This is an optimization exercise on Yosys and OpenROAD, whose aim is small area and a short achievable clock period, not a production implementation.
The RTL was checked by simulation tests, not by an equivalence proof against the original design.

== north ==
==> flow/design.v <==
module float_alu(op,a,b,clk,out);
input [31:0] a,b;
input [2:0] op;
input clk;
output reg [31:0] out;
localparam CUT = 12;    
function [45:0] xpos;
  input [31:0] x;
  reg [7:0] E; reg [22:0] m, keep; reg [4:0] k;
  integer i;
  begin
    m = x[22:0]; E = x[30:23]; k = ~E[4:0];
    for (i = 0; i < 23; i = i + 1) keep[i] = (i >= k);
    if (E[7:5] == 3'b100 && E[4:0] <= 5'd22)       
      xpos = {21'd0, 1'b1, m, 1'b0} << E[4:0];
    else if (E == 8'd127) xpos = 46'd1 << 23;
    else if (E[7:5] == 3'b011 && E[4:0] >= 5'd9)   
      xpos = {23'd0, m & keep};
    else xpos = 46'd0;
  end
endfunction
function [5:0] ctz23;
  input [22:0] f; integer i;
  begin ctz23 = 6'd23; for (i = 22; i >= 0; i = i - 1) if (f[i]) ctz23 = i; end
endfunction
function [5:0] clz46;
  input [45:0] x; integer i;
  begin clz46 = 6'd46; for (i = 0; i <= 45; i = i + 1) if (x[i]) clz46 = 45 - i; end
endfunction
function ge6;
  input [5:0] x; input [5:0] c;
  integer i; reg r;
  begin
    r = 1'b1;
    for (i = 0; i < 6; i = i + 1) r = c[i] ? (x[i] & r) : (x[i] | r);
    ge6 = r;
  end
endfunction
function [45:0] bkadd;
  input [45:0] a, b; input cin;
  reg [45:0] g, p, G, P; integer l, i;
  begin
    g = a & b; p = a ^ b;
    G = g; P = p;
    G[0] = g[0] | (p[0] & cin);
    for (l = 0; l < 6; l = l + 1)
      for (i = (2 << l) - 1; i < 46; i = i + (2 << l)) begin
        G[i] = G[i] | (P[i] & G[i - (1 << l)]);
        P[i] = P[i] & P[i - (1 << l)];
      end
    for (l = 4; l >= 0; l = l - 1)
      for (i = (3 << l) - 1; i < 46; i = i + (2 << l))
        G[i] = G[i] | (P[i] & G[i - (1 << l)]);
    bkadd = p ^ {G[44:0], cin};
  end
endfunction
function gev;
  input [5:0] x, y;
  integer i; reg r;
  begin
    r = 1'b1;
    for (i = 0; i < 6; i = i + 1) r = (x[i] & ~y[i]) | ((x[i] | ~y[i]) & r);
    gev = r;
  end
endfunction
function [45:0] rev46;
  input [45:0] x; integer i;
  begin for (i = 0; i < 46; i = i + 1) rev46[i] = x[45-i]; end
endfunction
reg [31:0] ar, br; reg [2:0] opr;
always @(posedge clk) begin ar <= a; br <= b; opr <= op; end
wire [45:0] xpa = xpos(ar), xpb = xpos(br);
wire [45:0] nIa = bkadd({23'd0, ~xpa[45:23]}, 46'd0, 1'b1), nFa = bkadd({23'd0, ~xpa[22:0]}, 46'd0, 1'b1);
wire [45:0] nIb = bkadd({23'd0, ~xpb[45:23]}, 46'd0, 1'b1), nFb = bkadd({23'd0, ~xpb[22:0]}, 46'd0, 1'b1);
wire [45:0] Xa = ar[31] ? {nIa[22:0], nFa[22:0]} : xpa;
wire [45:0] Xb = br[31] ? {nIb[22:0], nFb[22:0]} : xpb;
wire [5:0] ja = ctz23(xpa[22:0]), jb = ctz23(xpb[22:0]);
wire [5:0] Lb = clz46(Xb);
wire is_mul = (opr == 3'd2), is_div = (opr == 3'd3);
wire [22:0] Ib = Xb[45:23];
wire [5:0] Ibs = (|Ib[22:6]) ? 6'd63 : Ib[5:0];
wire [5:0] sha = is_mul ? ja : (opr == 3'd6) ? Ibs : 6'd0;
wire [45:0] Xa_s = Xa >> sha;
wire [45:0] xb_src = (is_mul | is_div) ? Xb : (opr == 3'd5) ? {46{1'b1}} : 46'd1;
wire [5:0] shb = is_mul ? (6'd23 - ja) : is_div ? Lb : (opr == 3'd7) ? Ibs : 6'd0;
wire [45:0] xb_in = is_mul ? rev46(xb_src) : xb_src;
wire [45:0] xb_sh = xb_in << shb;
wire [45:0] V = is_mul ? rev46(xb_sh) : is_div ? {1'b0, xb_sh[45:1]} : xb_sh;
wire is_as = (opr == 3'd0) || (opr == 3'd1);
wire [45:0] asb = Xb ^ {46{opr[0]}};
wire [46:0] asc;
wire [45:0] SR;
assign asc[0] = opr[0];
genvar gk;
generate for (gk = 0; gk < 46; gk = gk + 1) begin : rca
  assign SR[gk] = Xa[gk] ^ asb[gk] ^ asc[gk];
  assign asc[gk+1] = (Xa[gk] & asb[gk]) | (asc[gk] & (Xa[gk] ^ asb[gk]));
end endgenerate
wire [44:0] An = Xa[45:1];                      
wire [46:0] Ab = {2'b00, Xa_s[44:0]};           
wire [45:0] S [0:23];
wire [45:0] C [0:23];
wire [2:0] pd [0:22];    
reg [45:0] S_r, C_r; reg [45:0] V_r;
reg [3*CUT-1:0] dq_r;
reg div_r, as_r, mval_r, dz_r, op0_r;
reg [6:0] dsh_r; reg [5:0] s_r;
function [11:0] thr;
  input [2:0] d3;
  case (d3)
    3'd0: thr = {6'd12, 6'd51}; 3'd1: thr = {6'd14, 6'd49};
    3'd2: thr = {6'd15, 6'd48}; 3'd3: thr = {6'd16, 6'd47};
    3'd4, 3'd5: thr = {6'd19, 6'd44};
    default: thr = {6'd22, 6'd41};
  endcase
endfunction
wire [5:0] T2a, Tma, T2b, Tmb;
assign {T2a, Tma} = thr(V[43:41]);
assign {T2b, Tmb} = thr(V_r[43:41]);
genvar gi;
generate
  for (gi = 22; gi >= 0; gi = gi - 1) begin : rows
    wire [45:0] sin, cin_;
    wire [45:0] vv;
    wire dv;
    wire [2:0] bb;   
    wire [5:0] T2, Tm; wire DH;    
    if (gi == 22) begin
      assign sin = is_div ? {3'b000, An[44:2]} : 46'd0;   
      assign cin_ = 46'd0;
    end else if (gi == 22 - CUT) begin
      assign sin = S_r; assign cin_ = C_r;
    end else begin
      assign sin = S[gi+1]; assign cin_ = C[gi+1];
    end
    if (gi > 22 - CUT) begin
      assign vv = V; assign dv = is_div; assign T2 = T2a; assign Tm = Tma; assign DH = V[43];
      assign bb = {Xa_s[2*gi+1], Xa_s[2*gi], (gi == 0) ? 1'b0 : Xa_s[2*gi-1]};
    end else begin
      assign vv = V_r; assign dv = div_r; assign T2 = T2b; assign Tm = Tmb; assign DH = V_r[43];
      assign bb = {dq_r[2*gi+1], dq_r[2*gi], (gi == 0) ? 1'b0 : dq_r[2*gi-1]};
    end
    wire [1:0] nn = (gi == 22) ? (is_div ? An[1:0] : 2'b00) : 2'b00;
    wire [45:0] esum = bkadd({39'd0, sin[45:39]}, {39'd0, cin_[45:39]}, 1'b0);
    wire [6:0] est = esum[6:0];
    wire es = est[6];
    wire [5:0] e6 = est[5:0];
    wire p2 = gev(e6, T2), n1 = ~gev(e6, Tm);
    wire p1 = gev(e6, {4'b0001, DH, 1'b0});           
    wire n0 = ~gev(e6, {4'b1110, ~DH, 1'b1});         
    wire [2:0] qd = es ? (n1 ? 3'b110 : n0 ? 3'b101 : 3'b000)
                       : (p2 ? 3'b010 : p1 ? 3'b001 : 3'b000);
    reg [2:0] bd;
    always @(*) begin
      case (bb)
        3'b000, 3'b111: bd = 3'b000;
        3'b001, 3'b010: bd = 3'b101;
        3'b011: bd = 3'b110;
        3'b100: bd = 3'b010;
        default: bd = 3'b001;
      endcase
    end
    wire [2:0] e, eh;    
    drv dlo (.qd(qd), .bd(bd), .dv(dv), .c(e));
    if (gi <= 26 - CUT || gi == 23 - CUT) begin
      drv dhi (.qd(qd), .bd(bd), .dv(dv), .c(eh));
    end else begin
      assign eh = e;    
    end
    localparam integer SP = (gi == 23 - CUT || gi == 0) ? 23 : 38;
    wire [45:0] mg, vx = {vv[44:0], 1'b0};
    genvar gb;
    for (gb = 0; gb < 46; gb = gb + 1) begin : ob
      wire [2:0] c = (gb >= SP) ? eh : e;
      assign mg[gb] = (c[1] ? vx[gb] : (c[0] ? vv[gb] : 1'b0)) ^ c[2];
    end
    wire [45:0] o = mg;
    wire inv = e[2];
    wire [45:0] ys = {sin[43:0], nn};
    wire [45:0] yc = {cin_[43:0], 1'b0, inv};
    wire [45:0] so, cy;
    if (gi == 22) begin
      assign so = ys ^ yc ^ o;
      assign cy = (ys & yc) | (ys & o) | (yc & o);
    end else begin
      assign so[1:0] = {o[1], yc[0] ^ o[0]};
      assign cy[1:0] = {1'b0, yc[0] & o[0]};
      csa #(.W(43)) u (.a(ys[44:2]), .b(yc[44:2]), .c(o[44:2]), .s(so[44:2]), .cy(cy[44:2]));
      assign so[45] = ys[45] ^ yc[45] ^ o[45];
      assign cy[45] = 1'b0;
    end
    assign S[gi] = so;
    assign C[gi] = {cy[44:0], 1'b0};
    assign pd[gi] = {e[2] ? 1'b0 : (e[1] | e[0]), e[1:0]};    
  end
endgenerate
wire [6:0] dsh = 7'd45 - {1'b0, Lb};
wire [5:0] sdiv = 6'd23 + ja - jb;
wire [6:0] jsum = {1'b0, ja} + {1'b0, jb};
reg [3*CUT-1:0] dgp;
integer k;
always @(*) for (k = 0; k < CUT; k = k + 1) dgp[3*k +: 3] = pd[22-k];
always @(posedge clk) begin
  S_r <= S[23-CUT]; C_r <= C[23-CUT];
  V_r <= is_as ? SR : V;      
  dq_r <= is_div ? dgp : {{(3*CUT-2*(23-CUT)){1'b0}}, Xa_s[2*(23-CUT)-1:0]};
  div_r <= is_div; as_r <= is_as; op0_r <= (opr == 3'd0);
  mval_r <= ~is_mul | (jsum >= 7'd23);
  dz_r <= (Xb == 46'd0);     
  dsh_r <= dsh; s_r <= sdiv;
end
wire [45:0] T = bkadd(S[0], C[0], 1'b0);
wire rneg = T[45];
reg [45:0] Pq, Mq;
integer j;
always @(*) begin
  Pq = 0; Mq = 0;
  for (j = 0; j < 23; j = j + 1) begin
    if (j > 22 - CUT) begin
      if (dq_r[3*(22-j)+2]) Mq[2*j +: 2] = dq_r[3*(22-j) +: 2];
      else Pq[2*j +: 2] = dq_r[3*(22-j) +: 2];
    end else begin
      if (pd[j][2]) Mq[2*j +: 2] = pd[j][1:0];
      else Pq[2*j +: 2] = pd[j][1:0];
    end
  end
end
wire [45:0] qv = bkadd(Pq, ~Mq, ~rneg);
wire [68:0] qx = {qv[44:0], 24'd0};
wire [68:0] qs = qx >> dsh_r[5:0];
wire [45:0] dmask = ~((46'd1 << s_r) - 46'd1);
wire [45:0] divres = dz_r ? 46'd0 : (qs[45:0] & dmask);
wire [45:0] mulres = mval_r ? T[45:0] : 46'd0;
wire [45:0] R = as_r ? V_r : div_r ? divres : mulres;
wire nf = op0_r ? (R == 46'h200000000000) : R[45];
wire [45:0] nR = bkadd(~R, 46'd0, 1'b1);
wire [45:0] X = R[45] ? nR : R;
reg [4:0] jo; integer i;
always @(*) begin
  jo = 0;
  for (i = 1; i <= 22; i = i + 1) if (X[23+i]) jo = i;
end
wire [45:0] Xsh = X >> jo;
always @(posedge clk) begin
  if (X == 0) out <= 32'd0;
  else if (X[45:23] != 0) out <= {nf, 8'd127 + {3'd0, jo}, Xsh[22:0]};
  else out <= {nf, 8'd148, X[21:0], 1'b0};
end
endmodule
module csa #(parameter W = 8) (input [W-1:0] a, input [W-1:0] b, input [W-1:0] c,
                               output [W-1:0] s, output [W-1:0] cy);
  assign s = a ^ b ^ c;
  assign cy = (a & b) | (a & c) | (b & c);
endmodule
module drv(input [2:0] qd, input [2:0] bd, input dv, output [2:0] c);
  wire [2:0] e = dv ? qd : bd;    
  assign c = {~e[2] & (e[1] | e[0]), e[1:0]};
endmodule
clock: 300.0 ns
lec_check: 0
abc_area: 1
cap_margin: 40
core_margin: 2
core_utilization: 55
slew_margin: 40
synth_hierarchical: 1
run.sh (not shown) runs the stock make flow with config.mk's settings and CLKGATE_MAP_FILE= SYNTH_SCRIPT=/design/flow/synth_recipe.tcl, a recipe that flattens the netlist after the stock synthesis.
north reached the end of the flow, and the finished layout is clean on the timing, design-rule and antenna checks.
What south does differently from north at the input level:
--- a/flow/design.v
+++ b/flow/design.v
@@ -76,13 +76,13 @@
 wire [45:0] Xb = br[31] ? {nIb[22:0], nFb[22:0]} : xpb;
 wire [5:0] ja = ctz23(xpa[22:0]), jb = ctz23(xpb[22:0]);
 wire [5:0] Lb = clz46(Xb);
 wire is_mul = (opr == 3'd2), is_div = (opr == 3'd3);
 wire [22:0] Ib = Xb[45:23];
 wire [5:0] Ibs = (|Ib[22:6]) ? 6'd63 : Ib[5:0];
-wire [5:0] sha = is_mul ? ja : (opr == 3'd6) ? Ibs : 6'd0;
+wire [5:0] sha = is_mul ? ja : (opr == 3'd6) ? Ibs : is_div ? 6'd63 : 6'd0;
 wire [45:0] Xa_s = Xa >> sha;
 wire [45:0] xb_src = (is_mul | is_div) ? Xb : (opr == 3'd5) ? {46{1'b1}} : 46'd1;
 wire [5:0] shb = is_mul ? (6'd23 - ja) : is_div ? Lb : (opr == 3'd7) ? Ibs : 6'd0;
 wire [45:0] xb_in = is_mul ? rev46(xb_src) : xb_src;
 wire [45:0] xb_sh = xb_in << shb;
 wire [45:0] V = is_mul ? rev46(xb_sh) : is_div ? {1'b0, xb_sh[45:1]} : xb_sh;
@@ -111,46 +111,49 @@
     3'd0: thr = {6'd12, 6'd51}; 3'd1: thr = {6'd14, 6'd49};
     3'd2: thr = {6'd15, 6'd48}; 3'd3: thr = {6'd16, 6'd47};
     3'd4, 3'd5: thr = {6'd19, 6'd44};
     default: thr = {6'd22, 6'd41};
   endcase
 endfunction
-wire [5:0] T2a, Tma, T2b, Tmb;
-assign {T2a, Tma} = thr(V[43:41]);
-assign {T2b, Tmb} = thr(V_r[43:41]);
+wire [5:0] T2a, Tma, T2b, Tmb, T1a, T0a, T1b, T0b;
+assign {T2a, Tma} = is_div ? thr(V[43:41]) : {6'd0, 6'd0};
+assign {T2b, Tmb} = div_r ? thr(V_r[43:41]) : {6'd0, 6'd0};
+assign T1a = {4'b0001, V[43], 1'b0};                        
+assign T0a = is_div ? {4'b1110, ~V[43], 1'b1} : 6'd0;       
+assign T1b = {4'b0001, V_r[43], 1'b0};
+assign T0b = div_r ? {4'b1110, ~V_r[43], 1'b1} : 6'd0;
 genvar gi;
 generate
   for (gi = 22; gi >= 0; gi = gi - 1) begin : rows
     wire [45:0] sin, cin_;
     wire [45:0] vv;
+    wire [2:0] bb;   
+    wire [5:0] T2, Tm, T1, T0;    
     wire dv;
-    wire [2:0] bb;   
-    wire [5:0] T2, Tm; wire DH;    
     if (gi == 22) begin
       assign sin = is_div ? {3'b000, An[44:2]} : 46'd0;   
       assign cin_ = 46'd0;
     end else if (gi == 22 - CUT) begin
       assign sin = S_r; assign cin_ = C_r;
     end else begin
       assign sin = S[gi+1]; assign cin_ = C[gi+1];
     end
     if (gi > 22 - CUT) begin
-      assign vv = V; assign dv = is_div; assign T2 = T2a; assign Tm = Tma; assign DH = V[43];
+      assign vv = V; assign dv = is_div; assign T2 = T2a; assign Tm = Tma; assign T1 = T1a; assign T0 = T0a;
       assign bb = {Xa_s[2*gi+1], Xa_s[2*gi], (gi == 0) ? 1'b0 : Xa_s[2*gi-1]};
     end else begin
-      assign vv = V_r; assign dv = div_r; assign T2 = T2b; assign Tm = Tmb; assign DH = V_r[43];
-      assign bb = {dq_r[2*gi+1], dq_r[2*gi], (gi == 0) ? 1'b0 : dq_r[2*gi-1]};
+      assign vv = V_r; assign dv = div_r; assign T2 = T2b; assign Tm = Tmb; assign T1 = T1b; assign T0 = T0b;
+      assign bb = {dq_r[2*gi+1], dq_r[2*gi], (gi == 0) ? 1'b0 : dq_r[2*gi-1]} & {3{~div_r}};
     end
     wire [1:0] nn = (gi == 22) ? (is_div ? An[1:0] : 2'b00) : 2'b00;
     wire [45:0] esum = bkadd({39'd0, sin[45:39]}, {39'd0, cin_[45:39]}, 1'b0);
     wire [6:0] est = esum[6:0];
     wire es = est[6];
     wire [5:0] e6 = est[5:0];
-    wire p2 = gev(e6, T2), n1 = ~gev(e6, Tm);
-    wire p1 = gev(e6, {4'b0001, DH, 1'b0});           
-    wire n0 = ~gev(e6, {4'b1110, ~DH, 1'b1});         
+    wire p2 = gev(e6, T2) & dv, n1 = ~gev(e6, Tm);
+    wire p1 = gev(e6, T1) & dv, n0 = ~gev(e6, T0);
     wire [2:0] qd = es ? (n1 ? 3'b110 : n0 ? 3'b101 : 3'b000)
                        : (p2 ? 3'b010 : p1 ? 3'b001 : 3'b000);
     reg [2:0] bd;
     always @(*) begin
       case (bb)
         3'b000, 3'b111: bd = 3'b000;
@@ -158,15 +161,15 @@
         3'b011: bd = 3'b110;
         3'b100: bd = 3'b010;
         default: bd = 3'b001;
       endcase
     end
     wire [2:0] e, eh;    
-    drv dlo (.qd(qd), .bd(bd), .dv(dv), .c(e));
+    drv dlo (.qd(qd), .bd(bd), .c(e));
     if (gi <= 26 - CUT || gi == 23 - CUT) begin
-      drv dhi (.qd(qd), .bd(bd), .dv(dv), .c(eh));
+      drv dhi (.qd(qd), .bd(bd), .c(eh));
     end else begin
       assign eh = e;    
     end
     localparam integer SP = (gi == 23 - CUT || gi == 0) ? 23 : 38;
     wire [45:0] mg, vx = {vv[44:0], 1'b0};
     genvar gb;
@@ -249,10 +252,10 @@
 endmodule
 module csa #(parameter W = 8) (input [W-1:0] a, input [W-1:0] b, input [W-1:0] c,
                                output [W-1:0] s, output [W-1:0] cy);
   assign s = a ^ b ^ c;
   assign cy = (a & b) | (a & c) | (b & c);
 endmodule
-module drv(input [2:0] qd, input [2:0] bd, input dv, output [2:0] c);
-  wire [2:0] e = dv ? qd : bd;    
+module drv(input [2:0] qd, input [2:0] bd, output [2:0] c);
+  wire [2:0] e = qd | bd;    
   assign c = {~e[2] & (e[1] | e[0]), e[1:0]};
 endmodule
Results
south: flow completed, timing, DRC and antenna clean. Diff north -> south: routed wire length per instance shrank by 3.0%; average cell area after synthesis shrank by 0.78%; post-route cell area grew by about 0.8%. Non-clock buffer count, south vs north: down by a few percent. south ended with more initial antenna violation count than north. south vs north: number of cells produced by synthesis up slightly. Proportion of final cell area spent on non-clock buffers came out lower on south than on north.

[static timing again, ports no longer ideal]
The results above use ideal ports. As a check the final layouts listed here were re-extracted and re-timed, cells and wires unchanged. Step 1, drivers: a clkbuf_16 drives clk and a buf_2 each remaining input, both assumed. Step 2, shift: input delay + t, output delay - t, t = (earliest + latest rising clock arrival at the registers) / 2. This alone moves slack from input paths to output paths. a / b / c = ideal ports / drivers / drivers and shift; a / b = the first two.
run	t, ns	setup WS [ns]	hold slack, ns	worst setup path at the end	cell pins on the clock port's net
north	0.712	238.525 / 238.444 / 239.156	0.750 / 0.750 / 0.750	register to output	1
south	0.706	238.490 / 238.411 / 238.793	0.698 / 0.698 / 0.698	register to register	1
After both steps setup and hold are still met in every run listed.
